This design comes from an exercise in tuning for small area, a short achievable clock period and few clock cycles per item on the open sky130 flow, not from production work. In this exercise RTL edits were held to simulation tests only and were not proved equivalent to the original. Power figures rest on the tool's default switching activity, not on a simulated workload.

Design fp32_mul, start of the top module:
module fp32_mul (
    input  wire        clk,
    input  wire        rst,
    input  wire        in_valid,
    input  wire [31:0] op_a,
    input  wire [31:0] op_b,
    output reg         out_valid,
    output reg  [31:0] result
);
Size in the first run: about 100 I/O pins, about 23000 um^2 of cells after synthesis.
Settings: LEC_CHECK=0, CAP_MARGIN=20, CORE_MARGIN=2, CORE_UTILIZATION=60, CTS_CLUSTER_DIAMETER=120, CTS_CLUSTER_SIZE=25, SLEW_MARGIN=70, SYNTH_HIERARCHICAL=1; clock period 11.0 ns.
standard.sh (not shown) runs the stock make flow with config.mk's settings and CLKGATE_MAP_FILE= SYNTH_SCRIPT=/design/flow/synth_recipe.tcl, a recipe that flattens the netlist after the stock synthesis.
==> flow/flow/run.sh <==
#!/bin/bash
# Layout flow: the standard ORFS flow (standard.sh, unchanged synthesis),
# with the port buffers made from a regular buffer cell rather than the
# delay-buffer cell that buffer_ports picks by default.
set -euo pipefail
cd "$(dirname "$0")/.."
bash standard.sh "BUFFER_PORTS_ARGS=-buffer_cell sky130_fd_sc_hd__buf_2" finish > flow_make.log 2>&1
The baseline ran to the end with no violations.
Testbench counts at the start, summed over its fixed seeds: cycles 16,024, items 16,000.
Rerun with:
==> flow/flow/run.sh (replaced) <==
#!/bin/bash
# Layout flow: the standard ORFS flow (standard.sh, unchanged synthesis),
# with the port buffers made from a regular buffer cell rather than the
# delay-buffer cell that buffer_ports picks by default, and a clock tree
# built without dummy loads.
set -euo pipefail
cd "$(dirname "$0")/.."
bash standard.sh "BUFFER_PORTS_ARGS=-buffer_cell sky130_fd_sc_hd__buf_1" \
  "CTS_ARGS=-sink_clustering_enable -repair_clock_nets -dont_use_dummy_load -sink_clustering_size 25 -sink_clustering_max_diameter 120" \
  finish > flow_make.log 2>&1
Effect: The new run passed the timing, design-rule and antenna checks; setup slack loses 0.074 ns; die area does not change; clock-buffer cell count drops by 2; design area drops slightly; total power drops slightly; sequential power stays flat; cell count is about the same; wire length hardly moves; non-clock buffer count drops by 3.

========
Setup of old:
fp32_mul, a different RTL version from the one above (not shown whole).
For scale: about 22000 sq um of cells after synthesis.
## fp32_mul
module fp32_mul (
    input  wire        clk,
    input  wire        rst,
    input  wire        in_valid,
    input  wire [31:0] op_a,
    input  wire [31:0] op_b,
    output reg         out_valid,
    output reg  [31:0] result
);
export LEC_CHECK = 0
export CAP_MARGIN = 20
export CORE_MARGIN = 2
export CORE_UTILIZATION = 60
export CTS_CLUSTER_DIAMETER = 60
export CTS_CLUSTER_SIZE = 30
export SLEW_MARGIN = 70
export SYNTH_HIERARCHICAL = 1
create_clock -name core_clock -period 11.0 [get_ports {clk}]
==> flow/flow/run.sh <==
#!/bin/bash
# Layout flow: the standard ORFS flow (standard.sh, unchanged synthesis),
# with the port buffers made from a regular buffer cell rather than the
# delay-buffer cell that buffer_ports picks by default.
set -euo pipefail
cd "$(dirname "$0")/.."
bash standard.sh "BUFFER_PORTS_ARGS=-buffer_cell sky130_fd_sc_hd__buf_2" finish > flow_make.log 2>&1
Testbench counts of old, summed over its fixed seeds: cycles 16,024, items 16,000.
--- input diff old..new ---
- CTS_CLUSTER_SIZE: 30 -> unset
- CTS_CLUSTER_DIAMETER: 60 -> unset
- The fraction of power consumed by sequential logic was comparable across new and old.
- Delta (new minus old): routed via count shows a reduction of 0.36%; met2 demand-to-capacity share in global routing shows a reduction of 0.69 points; total design power shows an increase of about 0.33%; post-route worst hold slack shows no meaningful change; area growth from synthesis to final layout shows an increase of 0.27 points.
- Run comparison: old uppermost signal routing layer after detailed routing met5; new uppermost signal routing layer after detailed routing met4

========
== run 1 ==
fp32_mul, a different RTL version from the one above (not shown whole).
For scale: about 2200 cells after synthesis, ~22000 um2 of cells after synthesis.
Design fp32_mul, start of the top module:
module fp32_mul (
    input  wire        clk,
    input  wire        rst,
    input  wire        in_valid,
    input  wire [31:0] op_a,
    input  wire [31:0] op_b,
    output reg         out_valid,
    output reg  [31:0] result
);
  wire [7:0]  ea = op_a[30:23];
  wire [7:0]  eb = op_b[30:23];
  wire [22:0] fb = op_b[22:0];
  wire a_zero = (ea == 8'h00);
  wire b_zero = (eb == 8'h00);
  wire a_emax = (ea == 8'hFF);
  wire b_emax = (eb == 8'hFF);
  wire special = a_zero | b_zero | a_emax | b_emax;
  wire [25:0] bx = {2'b01, fb, 1'b0};
  wire [11:0] one0, two0, neg0;
  genvar gi;
  generate
    for (gi = 0; gi < 12; gi = gi + 1) begin : g_booth
      wire one_r = bx[2*gi+1] ^ bx[2*gi];
      wire two_r = (bx[2*gi+2] & ~bx[2*gi+1] & ~bx[2*gi]) |
                   (~bx[2*gi+2] & bx[2*gi+1] & bx[2*gi]);
      wire neg_r = bx[2*gi+2] & ~(bx[2*gi+1] & bx[2*gi]);
      assign one0[gi] = one_r & ~special;
      if (gi == 11) begin : g_top
        assign two0[gi] = two_r | special;
        assign neg0[gi] = neg_r | special;
      end else begin : g_low
        assign two0[gi] = two_r & ~special;
        assign neg0[gi] = neg_r & ~special;
      end
    end
  endgenerate
  reg        v1, sa1, sb1, az1, bz1, am1, bm1, fbnz1;
  reg [7:0]  ea1, eb1;
  reg [22:0] fa1;
  reg [11:0] one1, two1, neg1;
  always @(posedge clk) begin
    if (rst) v1 <= 1'b0; else v1 <= in_valid;
    sa1 <= op_a[31];
    sb1 <= op_b[31];
    az1 <= a_zero;
    bz1 <= b_zero;
    am1 <= a_emax;
    bm1 <= b_emax;
    fbnz1 <= |fb;
    ea1 <= ea;
    eb1 <= eb;
    fa1 <= op_a[22:0];
    one1 <= one0;
    two1 <= two0;
    neg1 <= neg0;
  end
  wire any_nan = (am1 & (|fa1)) | (bm1 & fbnz1);
  wire any_zero = az1 | bz1;
  wire any_inf = (am1 & ~(|fa1)) | (bm1 & ~fbnz1);
  wire zinf = ~any_nan & any_zero & any_inf;
  wire s1 = any_nan ? sa1 : zinf ? 1'b1 : (sa1 ^ sb1);
  wire q1 = any_nan | zinf;
  wire kill1 = (any_zero | any_inf) & ~any_nan;
  wire [7:0] esum;
  add8c u_eadd (.a(ea1), .b(eb1), .s(esum));
  wire [7:0] e1 = any_nan ? ea1 : any_zero ? (any_inf ? 8'hFF : 8'h00) :
  ...
==> flow/config.mk <==
export PLATFORM = sky130hd
export DESIGN_NAME = fp32_mul
export DESIGN_NICKNAME = fp32_mul
export VERILOG_FILES = /design/flow/design.v
export SDC_FILE = /design/flow/constraint.sdc
export NUM_CORES = 4
export LEC_CHECK = 0
export CAP_MARGIN = 20
export CORE_MARGIN = 2
export CORE_UTILIZATION = 60
export CTS_CLUSTER_DIAMETER = 120
export CTS_CLUSTER_SIZE = 25
export GPL_ROUTABILITY_DRIVEN = 0
export SLEW_MARGIN = 70
export SYNTH_HIERARCHICAL = 1
==> flow/constraint.sdc <==
create_clock -name core_clock -period 11.0 [get_ports {clk}]
set_input_delay 2.2000 -clock core_clock [delete_from_list [all_inputs] [get_ports {clk}]]
set_output_delay 2.2000 -clock core_clock [all_outputs]
set_load 0.01 [all_outputs]
Scripts as last shown in full above: flow/flow/run.sh
Testbench counts of run 1, summed over its fixed seeds: cycles 16,024, items 16,000.
[inputs] run 2 vs run 1
- clearing GPL_ROUTABILITY_DRIVEN, which used to be 0
==> flow/flow/run.sh <==
#!/bin/bash
# Layout flow: the standard ORFS flow (standard.sh, unchanged synthesis),
# with two changes to how the layout is made: the port buffers are a regular
# buffer cell (buf_1) rather than the delay-buffer cell that buffer_ports
# picks by default, and the clock tree is built without dummy loads.
set -euo pipefail
cd "$(dirname "$0")/.."
bash standard.sh "BUFFER_PORTS_ARGS=-buffer_cell sky130_fd_sc_hd__buf_1" \
  "CTS_ARGS=-sink_clustering_enable -repair_clock_nets -dont_use_dummy_load -sink_clustering_size 25 -sink_clustering_max_diameter 120" \
  finish > flow_make.log 2>&1
Findings:
Run 2 vs run 1 — maximum frequency dropped about 2.4%.
Wire length reported by the detailed router: run 1 vs run 2, no meaningful difference
Design area for run 2: 140 um2 down relative to run 1
Against run 1, via total after detailed routing in run 2 fell slightly.
Relative to run 1, cell-internal power decreased by 0.025 mW in run 2.
Re layout-stage area growth over the synthesis result: run 1 was higher than run 2.
> inputs changed (run 2 -> run 3)
- swapping 70 for 80 in SLEW_MARGIN
- putting PLACE_DENSITY at 0.8 where nothing was set
==> flow/flow/run.sh <==
#!/bin/bash
# Layout flow: the standard ORFS flow (standard.sh, unchanged synthesis),
# with the port buffers made from a regular buffer cell rather than the
# delay-buffer cell that buffer_ports picks by default.
set -euo pipefail
cd "$(dirname "$0")/.."
bash standard.sh "BUFFER_PORTS_ARGS=-buffer_cell sky130_fd_sc_hd__buf_2" finish > flow_make.log 2>&1
### Flow results
- Run 3: PASS, flow complete, no timing, DRC or antenna violations
- When the final numbers for run 2 and run 3 were put side by side, the final hold slack turned out to be smaller in run 2.
- Higher final non-filler cell total was reported by run 3, not run 2.
- Compared with run 2, run 3 shows a clock insertion delay at the later pin of the skew report that is 20 ps lower.
- Run 3 ends up with a wire length reported by the detailed router that is 1000 um higher than in run 2.

========
fp32_mul with an RTL version that a note above also has.
Size: roughly 2,200 cells after synthesis, roughly 100 I/O pins.
==> flow/config.mk <==
export PLATFORM = sky130hd
export DESIGN_NAME = fp32_mul
export DESIGN_NICKNAME = fp32_mul
export VERILOG_FILES = /design/flow/design.v
export SDC_FILE = /design/flow/constraint.sdc
export NUM_CORES = 4
export LEC_CHECK = 0
export CAP_MARGIN = 20
export CORE_MARGIN = 2
export CORE_UTILIZATION = 60
export CTS_CLUSTER_DIAMETER = 120
export CTS_CLUSTER_SIZE = 25
export SLEW_MARGIN = 70
export SYNTH_HIERARCHICAL = 1
==> flow/constraint.sdc <==
create_clock -name core_clock -period 11.0 [get_ports {clk}]
set_input_delay 2.2000 -clock core_clock [delete_from_list [all_inputs] [get_ports {clk}]]
set_output_delay 2.2000 -clock core_clock [all_outputs]
set_load 0.01 [all_outputs]
==> flow/flow/run.sh <==
#!/bin/bash
# Layout flow: the standard ORFS flow (standard.sh, unchanged synthesis)
# with two changes to how the layout is made:
#  - flip-flops that drive many loads get a stronger drive (dfxtp_1 ->
#    dfxtp_4, same cell type) right after synthesis (flow/upsize_ff.tcl);
#  - the port buffers are a regular buffer cell (buf_2) rather than the
#    delay-buffer cell that buffer_ports picks by default;
#  - the clock tree is built without dummy loads.
set -euo pipefail
cd "$(dirname "$0")/.."
PORTS="BUFFER_PORTS_ARGS=-buffer_cell sky130_fd_sc_hd__buf_2"
bash standard.sh "$PORTS" synth > flow_synth.log 2>&1
UPSIZE_DB=orfs/results/sky130hd/fp32_mul/base/1_synth.odb \
  openroad -no_init -exit flow/upsize_ff.tcl > flow_upsize.log 2>&1
bash standard.sh "$PORTS" "CTS_ARGS=-sink_clustering_enable -repair_clock_nets -dont_use_dummy_load -sink_clustering_size 25 -sink_clustering_max_diameter 120" finish > flow_make.log 2>&1
==> flow/flow/upsize_ff.tcl <==
# Give flip-flops that drive many loads a stronger drive: dfxtp_1 becomes
# dfxtp_4 (same cell type, larger drive strength) when its output reaches
# more than fanout_min cell inputs, counting through the buffers synthesis
# put on the net (global placement removes those buffers).
set db_file $::env(UPSIZE_DB)
set fanout_min 12
read_db $db_file
set block [ord::get_db_block]
set strong [[ord::get_db] findMaster sky130_fd_sc_hd__dfxtp_4]

proc leaves {net depth} {
  set n 0
  foreach it [$net getITerms] {
    if {[$it isOutputSignal]} { continue }
    set inst [$it getInst]
    set m [[$inst getMaster] getName]
    if {$depth < 8 && [regexp {__(clk)?buf_[0-9]+$} $m]} {
      set o [$inst findITerm X]
      if {$o ne "NULL" && [$o getNet] ne "NULL"} {
        incr n [leaves [$o getNet] [expr {$depth + 1}]]
        continue
      }
    }
    incr n
  }
  return $n
}

set n 0
foreach inst [$block getInsts] {
  if {[[$inst getMaster] getName] ne "sky130_fd_sc_hd__dfxtp_1"} { continue }
  set net [[$inst findITerm Q] getNet]
  if {$net eq "NULL"} { continue }
  set f [leaves $net 0]
  if {$f > $fanout_min} {
    puts "upsize [$inst getName] fanout $f"
    $inst swapMaster $strong
    incr n
  }
}
puts "upsized $n flip-flops"
write_db $db_file
The starting point went through all stages and came out clean.
Testbench counts at the start, summed over its fixed seeds: cycles 16,024, items 16,000.
Then changed:
==> flow/flow/run.sh (replaced) <==
#!/bin/bash
# Layout flow: the standard ORFS flow (standard.sh, unchanged synthesis),
# with the port buffers made from a regular buffer cell rather than the
# delay-buffer cell that buffer_ports picks by default.
set -euo pipefail
cd "$(dirname "$0")/.."
bash standard.sh "BUFFER_PORTS_ARGS=-buffer_cell sky130_fd_sc_hd__buf_2" finish > flow_make.log 2>&1
--- a/flow/config.mk
+++ b/flow/config.mk
@@ -10,4 +10,2 @@
 export CORE_UTILIZATION = 60
-export CTS_CLUSTER_DIAMETER = 120
-export CTS_CLUSTER_SIZE = 25
 export SLEW_MARGIN = 70
removed: flow/flow/upsize_ff.tcl
After rerunning: Routed wire length stays flat. Via count goes up by 1.9%. Fmax decreases by 0.54%.

-- static timing again, ports no longer ideal --
Ports are ideal in the flow. The routed layouts listed here were re-timed in OpenROAD.
Step 1 (the two cells are an assumption about what drives the block):
set clk [get_ports {clk}]
set_driving_cell -lib_cell sky130_fd_sc_hd__clkbuf_16 $clk
set_driving_cell -lib_cell sky130_fd_sc_hd__buf_2 [delete_from_list [all_inputs] $clk]
Step 2 also shifts input and output timing later by t, the mid clock arrival at the registers, as if the neighbouring blocks saw the same clock.
Slacks: ideal / step 1 / step 2; pairs: ideal / step 1.
run	t (ns)	setup WS [ns]	worst setup path at the end	slew at the worst register clock pin (ns)	cell pins on the clock port's net
the first run of note 1	0.584	7.598 / 7.598 / 7.256	input to register	0.10 / 0.10	1
the second run of note 1	0.572	7.524 / 7.524 / 7.168	input to register	0.10 / 0.10	1
old	0.649	7.471 / 7.471 / 7.178	input to register	0.09 / 0.09	1
new	0.623	7.460 / 7.460 / 7.159	input to register	0.06 / 0.06	1
run 1	0.561	7.689 / 7.688 / 7.304	input to register	0.11 / 0.11	1
run 2	0.552	7.608 / 7.608 / 7.094	input to register	0.11 / 0.11	1
run 3	0.554	7.286 / 7.286 / 7.015	input to register	0.11 / 0.11	1
the first run of note 4	0.571	7.665 / 7.665 / 7.168	input to register	0.10 / 0.10	1
the second run of note 4	0.611	7.647 / 7.647 / 7.230	input to register	0.06 / 0.06	1
After both steps setup and hold are still met in every run listed. For run 2, which loses most, drivers alone change the setup slack by 0.000 ns; drivers and shift together by -0.514 ns.
